This design comes from an exercise in tuning for small area on the open sky130 flow, not from production work. At most, simulation tests tie the RTL to the original design; equivalence was not proved. Power is estimated from default activity; no workload was simulated.

==> flow/design.v (excerpt) <==
module dot_product_TOP (in_vector_1, in_vector_2, clk, out_scalar);
  input [56:0] in_vector_1;
  input [56:0] in_vector_2;
  input clk;
  output [18:0] out_scalar;
  wire [39:0] part;
  wire [18:0] sum;
  reg [39:0] stage1_part;
  reg [18:0] stage2_out;
  dot_product_stage_1 STAGE1 (.stage1_in_1(in_vector_1), .stage1_in_2(in_vector_2), .stage1_out(part));
  always @(posedge clk)
    stage1_part <= part;
  dot_product_stage_2 STAGE2 (.stage2_in(stage1_part), .stage2_out(sum));
  always @(posedge clk)
    stage2_out <= sum;
  assign out_scalar = stage2_out;
endmodule
For scale: ~2500 cells after synthesis, about 59 flip-flops, ~130 I/O pins, ~25000 um^2 of cells after synthesis.
export LEC_CHECK = 0
export CAP_MARGIN = 0
export CORE_MARGIN = 2
export CORE_UTILIZATION = 70
export GPL_TIMING_DRIVEN = 0
export SLEW_MARGIN = 0
export SYNTH_HIERARCHICAL = 1
export SYNTH_MINIMUM_KEEP_SIZE = 0
create_clock -name core_clock -period 10.0 [get_ports {clk}]
standard.sh (not shown) runs the stock make flow with config.mk's settings and CLKGATE_MAP_FILE= SYNTH_SCRIPT=/design/flow/synth_recipe.tcl, a recipe that flattens the netlist after the stock synthesis.
==> flow/flow/run.sh <==
#!/bin/bash
# The standard layout, with buf_2 port buffers, synthesis buffers removed at
# floorplan and placement that is not timing driven.
set -euo pipefail
export BUFFER_PORTS_ARGS="-buffer_cell sky130_fd_sc_hd__buf_2"
export REMOVE_ABC_BUFFERS=1
bash standard.sh > standard.log 2>&1
The baseline finished clean.
Rerun with:
==> flow/flow/run.sh (replaced) <==
#!/bin/bash
# The standard layout, with buf_2 port buffers and a clock tree of small
# buffers without dummy loads.
set -euo pipefail
export BUFFER_PORTS_ARGS="-buffer_cell sky130_fd_sc_hd__buf_2"
export CTS_ARGS="-sink_clustering_enable -repair_clock_nets -dont_use_dummy_load -buf_list sky130_fd_sc_hd__clkbuf_4"
bash standard.sh > standard.log 2>&1
--- a/flow/config.mk
+++ b/flow/config.mk
@@ -11 +10,0 @@
-export GPL_TIMING_DRIVEN = 0
The changed run finished with timing, DRC and antenna clean.
Via count climbs by 0.82%.
Cell area climbs by 0.70%.
Critical path depth stays the same.
Worst hold slack improved by 0.0058 ns.
Synthesized cell count is unchanged.
Clock-buffer cell count drops by 1.
Routed wire length climbs by 2.8%.
Non-clock buffer count climbs by 58.
Fmax climbs by 3.0%.
Rerun with:
==> flow/flow/run.sh (replaced) <==
#!/bin/bash
# The standard layout, with the port buffers of a chosen cell.
set -euo pipefail
export BUFFER_PORTS_ARGS="-buffer_cell sky130_fd_sc_hd__buf_2"
bash standard.sh > standard.log 2>&1
Final cell count hardly moves.
Register-to-register slack got worse by 0.04 ns.
Clock-buffer cell count rose by 1.
Die area is unchanged.
Rerun with:
==> flow/flow/run.sh (replaced) <==
#!/bin/bash
# The standard layout with: buf_2 port buffers, synthesis buffers removed at
# floorplan (placement is not timing driven), and a clock tree of clkbuf_4
# without dummy loads.
set -euo pipefail
export BUFFER_PORTS_ARGS="-buffer_cell sky130_fd_sc_hd__buf_2"
export REMOVE_ABC_BUFFERS=1
export CTS_ARGS="-sink_clustering_enable -repair_clock_nets -dont_use_dummy_load -buf_list sky130_fd_sc_hd__clkbuf_4"
bash standard.sh > standard.log 2>&1
--- a/flow/config.mk
+++ b/flow/config.mk
@@ -10,0 +11 @@
+export GPL_TIMING_DRIVEN = 0
Result: The changed run completed with no timing, DRC or antenna violations; clock power goes down by 69%; power goes down by 8.6%; wire length goes down by 4.2%; design area goes down by 2.7%; sequential cell count is unchanged; synthesized cell count is unchanged; utilization goes down by 2.0 points.
Rerun with:
--- a/flow/flow/run.sh
+++ b/flow/flow/run.sh
@@ -2 +2 @@
-# The standard layout with: buf_2 port buffers, synthesis buffers removed at
+# The standard layout with: buf_1 port buffers, synthesis buffers removed at
@@ -6 +6 @@
-export BUFFER_PORTS_ARGS="-buffer_cell sky130_fd_sc_hd__buf_2"
+export BUFFER_PORTS_ARGS="-buffer_cell sky130_fd_sc_hd__buf_1"
What happened: Register-to-register slack loses 0.08 ns; global-route usage rose by 0.35 points; total power barely changes; hold slack improved by 0.0055 ns; cell area hardly moves.
No functional check of the RTL was part of any run of this note.

* * *

== fjord ==
dot_product_TOP, a different RTL version from the one above (not shown whole).
Size in the first run: about 2500 cells after synthesis, ~25000 um^2 of cells after synthesis.
clock: 10.0 ns
lec_check: 0
cap_margin: 20
core_margin: 2
core_utilization: 70
slew_margin: 20
synth_hierarchical: 1
synth_minimum_keep_size: 0
==> flow/flow/run.sh <==
#!/bin/bash
# The standard layout, with the port buffers of a chosen cell.
set -euo pipefail
export BUFFER_PORTS_ARGS="-buffer_cell sky130_fd_sc_hd__buf_2"
bash standard.sh > standard.log 2>&1
### fjord -> raven
==> flow/run.sh (new file) <==
#!/bin/bash
# synth_recipe.tcl (not shown) runs the flow's synth.tcl, then flattens the netlist and writes it again
# the make line also repeats each setting of config.mk as NAME=value (left out here)
make -C /OpenROAD-flow-scripts/flow DESIGN_CONFIG=/design/flow/config.mk WORK_HOME=/design/flow/orfs CLKGATE_MAP_FILE= SYNTH_SCRIPT=/design/flow/synth_recipe.tcl finish
removed: flow/flow/run.sh
removed: flow/standard.sh
--- outcome ---
- raven: flow completed, timing, DRC and antenna clean
- | global placement routability congestion | raven vs fjord | 0.027 lower |
- After synthesis and placement, the instance count of raven is above that of fjord.
- Total power: raven above fjord
- Delta(internal power consumption, raven - fjord) > 0
- Summary of raven over fjord: number of tap cells added at floorplan held, top fanout value on the critical path went up 10.
- raven vs fjord: post-route standard cell area excluding fillers up

-- port drivers added, routing unchanged --
How much do the figures lean on ideal ports? The routed layouts below were timed once more, with nothing changed but the port constraints.
Step 1 assumes that a clkbuf_16 drives the clock port and a buf_2 every other input.
Step 2 times the ports against the registers' clock, not the clock port: input delays grow and output delays shrink by t, the midpoint of the rising clock arrivals with the driver on.
Slacks: ideal / step 1 / step 2; pairs: ideal / step 1.
run | t, ns | setup slack, ns | latest minus earliest clock arrival (ns) | cell pins on the clock port's net
the first run of note 1 | 0.361 | 0.391 / 0.405 / 0.043 | 0.007 / 0.007 | 1
the second run of note 1 | 0.421 | 0.670 / 0.680 / 0.259 | 0.040 / 0.040 | 1
the third run of note 1 | 0.362 | 0.554 / 0.565 / 0.202 | 0.006 / 0.005 | 1
the fourth run of note 1 | 0.403 | 0.457 / 0.459 / 0.056 | 0.046 / 0.046 | 1
the fifth run of note 1 | 0.425 | 0.339 / 0.336 / -0.089 | 0.037 / 0.038 | 1
fjord | 0.377 | 0.447 / 0.447 / 0.447 | 0.006 / 0.006 | 1
raven | 0.364 | 0.451 / 0.451 / 0.258 | 0.006 / 0.006 | 1
Met with ideal ports but missed after step 2: setup timing in the fifth run of note 1. The setup slack of the fifth run of note 1, which loses most, moves by -0.003 ns with the drivers and by -0.428 ns with both steps.
